Context: an optimization exercise on an open-source flow, tuned for small area, a short achievable clock period and few clock cycles. The choices shown serve that exercise and are no tape-out recipe.
Where RTL was checked, it was by simulation tests only, not by an equivalence proof against the original.
Power and IR drop assume default switching activity.

==> v29 <==
## Main_PipeLine
module Main_PipeLine(clk, reset, imem_addr, imem_rdata, dmem_addr, dmem_wdata, dmem_we, dmem_rdata);
==> module ALU, before the edit <==
module ALU(input [31:0]A, B,
			input sub,
			input [6:0]sel,
			output [31:0]Y,
			output Z);
	wire [31:0]bx = B ^ {32{sub}};
	wire [32:0]s = {1'b0, A} + {1'b0, bx} + {32'h0, sub};
	wire [31:0]x = A ^ B;
	wire [31:0]o = A | B;
	wire lt = (A[31] ^ B[31]) ? A[31] : s[31];
	wire ltu = ~s[32];
	assign Z = (x == 32'h0);
	assign Y = ({32{sel[0]}} & s[31:0]) |
	           ({32{sel[1]}} & (A & B)) |
	           ({32{sel[2]}} & o) |
	           ({32{sel[3]}} & x) |
	           ({32{sel[4]}} & ~o) |
	           {31'h0, (sel[5] & lt) | (sel[6] & ltu)};
endmodule
==> module Main_PipeLine, before the edit <==
module Main_PipeLine(clk, reset, imem_addr, imem_rdata, dmem_addr, dmem_wdata, dmem_we, dmem_rdata);
	input clk, reset;
	output [31:0]imem_addr;
	input [31:0]imem_rdata;
	output [31:0]dmem_addr, dmem_wdata;
	output dmem_we;
	input [31:0]dmem_rdata;
	reg [9:0]pc;
	reg [31:0]a_e, b_e;
	reg [15:0]imm_e;
	reg sx_e, alusrc_e, sub_e;
	reg [6:0]sel_e;
	reg [4:0]dest_e;
	reg rw_e, mw_e, mr_e, br_e, bne_e, pt_e;
	reg [9:0]alt_e;
	wire [31:0]srcb = alusrc_e ? {{16{sx_e & imm_e[15]}}, imm_e} : b_e;
	wire [31:0]aluy;
	wire eq;
	ALU alu(.A(a_e), .B(srcb), .sub(sub_e), .sel(sel_e), .Y(aluy), .Z(eq));
	wire [11:0]maddr = a_e[11:0] + imm_e[11:0];
	assign dmem_addr = {20'h0, maddr};
	assign dmem_wdata = b_e;
	assign dmem_we = mw_e;
	wire [31:0]wb = mr_e ? dmem_rdata : aluy;
	wire mis = br_e & (eq ^ bne_e ^ pt_e);
	wire [31:0]ins = imem_rdata;
	wire [5:0]op = ins[31:26];
	wire [4:0]rs = ins[25:21];
	wire [4:0]rt = ins[20:16];
	wire [4:0]rd = ins[15:11];
	wire [5:0]fn = ins[5:0];
	wire rtype = (op == 6'd0);
	wire ialu = (op[5:3] == 3'b001);
	wire lw = (op == 6'd35);
	wire sw = (op == 6'd43);
	wire isbr = (op[5:1] == 5'b00010);
	wire [31:0]rf1, rf2;
	RegisterFile_PipeLine regfile(.ReadReg1(rs), .ReadReg2(rt), .WriteReg(dest_e), .RegWrite(rw_e),
		.WriteData(wb), .clk(clk), .ReadData1(rf1), .ReadData2(rf2));
	wire fa = rw_e && (dest_e == rs);
	wire fb = rw_e && (dest_e == rt);
	wire [31:0]ra = fa ? wb : rf1;
	wire [31:0]rb = fb ? wb : rf2;
	wire rw_d = (rtype && fn != 6'd0) || ialu || lw;
	wire [4:0]dest_d = rtype ? rd : rt;
	wire [6:0]sel_d;
	wire sub_d;
	wire [3:0]code = rtype ? fn[3:0] :
	                 ialu ? (op[2] ? {2'b01, op[1:0]} : (op[1] ? {3'b101, op[0]} : 4'b0000)) : 4'b0000;
	assign sel_d[0] = (code[3:2] == 2'b00);
	assign sel_d[1] = (code == 4'b0100);
	assign sel_d[2] = (code == 4'b0101);
	assign sel_d[3] = (code == 4'b0110);
	assign sel_d[4] = (code == 4'b0111);
	assign sel_d[5] = (code == 4'b1010);
	assign sel_d[6] = (code == 4'b1011);
	assign sub_d = (code[3:1] == 3'b001) || code[3];
	wire sx_d = ~(ialu && op[2]);
	wire [9:0]pc1 = pc + 10'd1;
	wire [9:0]tgt = pc1 + ins[9:0];
	wire same = (rs == rt);
	wire pt_d = isbr && (same ? ~op[0] : ins[15]);
	wire [9:0]npc = mis ? alt_e : (pt_d ? tgt : pc1);
	assign imem_addr = {20'h0, pc, 2'b00};
	always @(posedge clk) begin
		a_e <= ra;
		b_e <= rb;
		imm_e <= ins[15:0];
		sx_e <= sx_d;
		alusrc_e <= ~rtype && ~isbr;
		sub_e <= sub_d;
		sel_e <= sel_d;
		dest_e <= dest_d;
		bne_e <= op[0];
		pt_e <= pt_d;
		alt_e <= pt_d ? pc1 : tgt;
		if (reset) begin
			pc <= 10'h0;
			rw_e <= 1'b0;
			mw_e <= 1'b0;
			mr_e <= 1'b0;
			br_e <= 1'b0;
		end else begin
			pc <= npc;
			rw_e <= ~mis && rw_d && (dest_d != 5'h0);
			mw_e <= ~mis && sw;
			mr_e <= lw;
			br_e <= ~mis && isbr;
		end
	end
endmodule
Settings: LEC_CHECK=0, CAP_MARGIN=20, CORE_MARGIN=2, CORE_UTILIZATION=40, PLACE_DENSITY=0.6, SETUP_SLACK_MARGIN=3.5, SLEW_MARGIN=20; clock period 6.8 ns.
run.sh (not shown) runs the stock make flow with config.mk's settings and CLKGATE_MAP_FILE= SYNTH_SCRIPT=/design/flow/synth_recipe.tcl, a recipe that flattens the netlist after the stock synthesis.
==> v31: changes against v29 <==
==> flow/design.v (replaced) <==
`timescale 1ns / 1ps
module ALU(input [31:0]A, Bx,
			input sub,
			input [6:0]sel,
			output [31:0]Y,
			output Z);
	wire [31:0]s;
	wire co, s0;
	assign {co, s, s0} = {1'b0, A, 1'b1} + {1'b0, Bx, sub};
	wire [31:0]x = A ^ Bx;
	wire [31:0]o = A | Bx;
	wire lt = (A[31] ^ ~Bx[31]) ? A[31] : s[31];
	wire ltu = ~co;
	assign Z = (x == 32'h0);
	assign Y = ({32{sel[0]}} & s) |
	           ({32{sel[1]}} & (A & Bx)) |
	           ({32{sel[2]}} & o) |
	           ({32{sel[3]}} & x) |
	           ({32{sel[4]}} & ~o) |
	           {31'h0, (sel[5] & lt) | (sel[6] & ltu)};
endmodule
`timescale 1ns / 1ps
module RegisterFile_PipeLine(ReadReg1, ReadReg2, WriteReg, RegWrite, WriteData, clk, ReadData1, ReadData2);
	input [4:0]ReadReg1, ReadReg2, WriteReg;
	input clk, RegWrite;
	input [31:0]WriteData;
	output reg [31:0]ReadData1, ReadData2;
	reg [31:0]regfile[31:1];
	integer i;
	always @(*) begin
		ReadData1 = 32'h0;
		ReadData2 = 32'h0;
		for (i = 1; i < 32; i = i + 1) begin
			ReadData1 = ReadData1 | ({32{ReadReg1 == i}} & regfile[i]);
			ReadData2 = ReadData2 | ({32{ReadReg2 == i}} & regfile[i]);
		end
	end
	always @(posedge clk)
		if(RegWrite && WriteReg != 5'h00)
			regfile[WriteReg] <= WriteData;
endmodule
`timescale 1ns / 1ps
module Main_PipeLine(clk, reset, imem_addr, imem_rdata, dmem_addr, dmem_wdata, dmem_we, dmem_rdata);
	input clk, reset;
	output [31:0]imem_addr;
	input [31:0]imem_rdata;
	output [31:0]dmem_addr, dmem_wdata;
	output dmem_we;
	input [31:0]dmem_rdata;
	reg [9:0]pc;
	reg v_d;
	reg [31:0]ins_d;
	reg [9:0]pc_d, alt_d;
	reg pt_d;
	reg [31:0]a_e, b_e;
	reg sub_e;
	reg [6:0]sel_e;
	reg [4:0]dest_e;
	reg rw_e, mw_e, mr_e, br_e, bne_e, pt_e;
	reg [9:0]alt_e;
	reg [9:0]maddr_e;
	wire [31:0]aluy;
	wire eq;
	ALU alu(.A(a_e), .Bx(b_e), .sub(sub_e), .sel(sel_e), .Y(aluy), .Z(eq));
	assign dmem_addr = {20'h0, maddr_e, 2'b00};
	assign dmem_wdata = b_e;
	assign dmem_we = mw_e;
	wire [31:0]wb = aluy | ({32{mr_e}} & dmem_rdata);
	wire mis = br_e & (eq ^ bne_e ^ pt_e);
	wire [5:0]op = ins_d[31:26];
	wire [4:0]rs = ins_d[25:21];
	wire [4:0]rt = ins_d[20:16];
	wire [4:0]rd = ins_d[15:11];
	wire [5:0]fn = ins_d[5:0];
	wire rtype = (op == 6'd0);
	wire ialu = (op[5:3] == 3'b001);
	wire lw = (op == 6'd35);
	wire sw = (op == 6'd43);
	wire isbr = (op[5:1] == 5'b00010);
	wire [31:0]rf1, rf2;
	RegisterFile_PipeLine regfile(.ReadReg1(rs), .ReadReg2(rt), .WriteReg(dest_e), .RegWrite(rw_e),
		.WriteData(wb), .clk(clk), .ReadData1(rf1), .ReadData2(rf2));
	wire fa = rw_e && (dest_e == rs);
	wire fb = rw_e && (dest_e == rt);
	wire [31:0]ra = fa ? wb : rf1;
	wire [31:0]rb = fb ? wb : rf2;
	wire [11:0]maddr_d;
	assign maddr_d = rf1[11:0] + ins_d[11:0];
	wire stall = v_d && (lw || sw) && fa && ~mis;
	wire rw_d = (rtype && fn != 6'd0) || ialu || lw;
	wire [4:0]dest_d = rtype ? rd : rt;
	wire [6:0]sel_d;
	wire [3:0]code = rtype ? fn[3:0] :
	                 ialu ? (op[2] ? {2'b01, op[1:0]} : (op[1] ? {3'b101, op[0]} : 4'b0000)) :
	                 lw ? 4'b1111 : 4'b0000;
	assign sel_d[0] = (code[3:2] == 2'b00);
	assign sel_d[1] = (code == 4'b0100);
	assign sel_d[2] = (code == 4'b0101);
	assign sel_d[3] = (code == 4'b0110);
	assign sel_d[4] = (code == 4'b0111);
	assign sel_d[5] = (code == 4'b1010);
	assign sel_d[6] = (code == 4'b1011);
	wire sub_d = (code[3:1] == 3'b001) || code[3];
	wire sx_d = ~(ialu && op[2]);
	wire alusrc_d = ~rtype && ~isbr && ~sw;
	wire [31:0]imm_d = {{16{sx_d & ins_d[15]}}, ins_d[15:0]};
	wire [31:0]bx_d = (alusrc_d ? imm_d : rb) ^ {32{sub_d}};
	wire [31:0]ins = imem_rdata;
	wire isbr_f = (ins[31:27] == 5'b00010);
	wire [9:0]pc1 = pc + 10'd1;
	wire [9:0]tgt = pc1 + ins[9:0];
	wire pt_f = isbr_f && ((ins[25:21] == ins[20:16]) ? ~ins[26] : (ins[26] | ins[15]));
	wire [9:0]npc = mis ? alt_e : (stall ? pc_d : (pt_f ? tgt : pc1));
	assign imem_addr = {20'h0, pc, 2'b00};
	always @(posedge clk) begin
		ins_d <= ins;
		pc_d <= pc;
		pt_d <= pt_f;
		alt_d <= pt_f ? pc1 : tgt;
		a_e <= ra;
		b_e <= bx_d;
		sub_e <= sub_d;
		sel_e <= sel_d;
		dest_e <= dest_d;
		bne_e <= op[0];
		pt_e <= pt_d;
		alt_e <= alt_d;
		maddr_e <= maddr_d[11:2];
		if (reset) begin
			pc <= 10'h0;
			v_d <= 1'b0;
			rw_e <= 1'b0;
			mw_e <= 1'b0;
			mr_e <= 1'b0;
			br_e <= 1'b0;
		end else begin
			pc <= npc;
			v_d <= ~mis && ~stall;
			rw_e <= v_d && ~mis && ~stall && rw_d && (dest_d != 5'h0);
			mw_e <= v_d && ~mis && ~stall && sw;
			mr_e <= lw;
			br_e <= v_d && ~mis && isbr;
		end
	end
endmodule
Settings changed: CORE_UTILIZATION 40 to 30, PLACE_DENSITY 0.6 to 0.5, SETUP_SLACK_MARGIN 3.5 to 3.0, TNS_END_PERCENT set to 5.
==> comparison table <==
Result of the run: v31 no timing/DRC/antenna violations; v29 no timing/DRC/antenna violations
Post-Place Worst Slack: v31 1850 ps; v29 1460 ps
Reg-to-reg endpoint: v31 b_e[14]; v29 regfile.regfile[29][29]
Number of cells on the worst reg-to-reg path: v31 10; v29 17
Worst path slowest cell: v31 sky130_fd_sc_hd__dfxtp_1; v29 sky130_fd_sc_hd__dfxtp_4
Cell count after placement: v31 6358; v29 5670
Vias per Instance: v31 6.57; v29 7.61
Critical path peak fanout: v31 24; v29 2
Number of buffers added by the clock tree synthesis step: v31 133; v29 109
Area share of fa/ha/maj cells after synthesis: v31 0.0215; v29 0.0297
Number of setup buffers added after CTS: v31 119; v29 242
Setup crit end kind: v31 register; v29 primary output
Sw power: v31 5510 uW; v29 6120 uW
Post-cts resize count: v31 53; v29 405
Largest stage delay on the critical path: v31 680 ps; v29 410 ps
Detailed Place HPWL: v31 157000 um; v29 136000 um
Floorplan row count: v31 152; v29 130
Final worst setup slack: v31 2720 ps; v29 2450 ps
Multi-input gate share of total cell area: v31 0.287; v29 0.310
Filler instances: v31 16400; v29 10400
Grt met2 use: v31 0.429; v29 0.528
Testbench counts of v31, summed over its fixed seeds: cycles 36,150.
No functional check of the RTL was part of v29.

[re-timing with driven ports]
The flow's constraints put no driver on any port. The routed layouts listed below were extracted and timed again, unchanged, in two steps. Step 1: set_driving_cell puts a clkbuf_16 on clk and a buf_2 on each other input, an assumption about the parent block. Step 2 moves the port delays by t, midway between the first and last clock arrival at a register: inputs arrive t later, outputs are due t later. That takes back most of the time a late clock gives input paths. Three values: ideal ports, drivers, drivers and shift; two values: the first two.
run | t, ns | setup WS [ns] | slew at the worst register clock pin (ns)
v29 | 0.834 | 2.451 / 2.368 / 2.423 | 0.07 / 0.07
v31 | 0.853 | 2.720 / 2.720 / 2.508 | 0.07 / 0.07
After both steps setup and hold are still met in every run listed. For v31, which loses most, drivers alone change the setup slack by 0.000 ns; drivers and shift together by -0.212 ns.
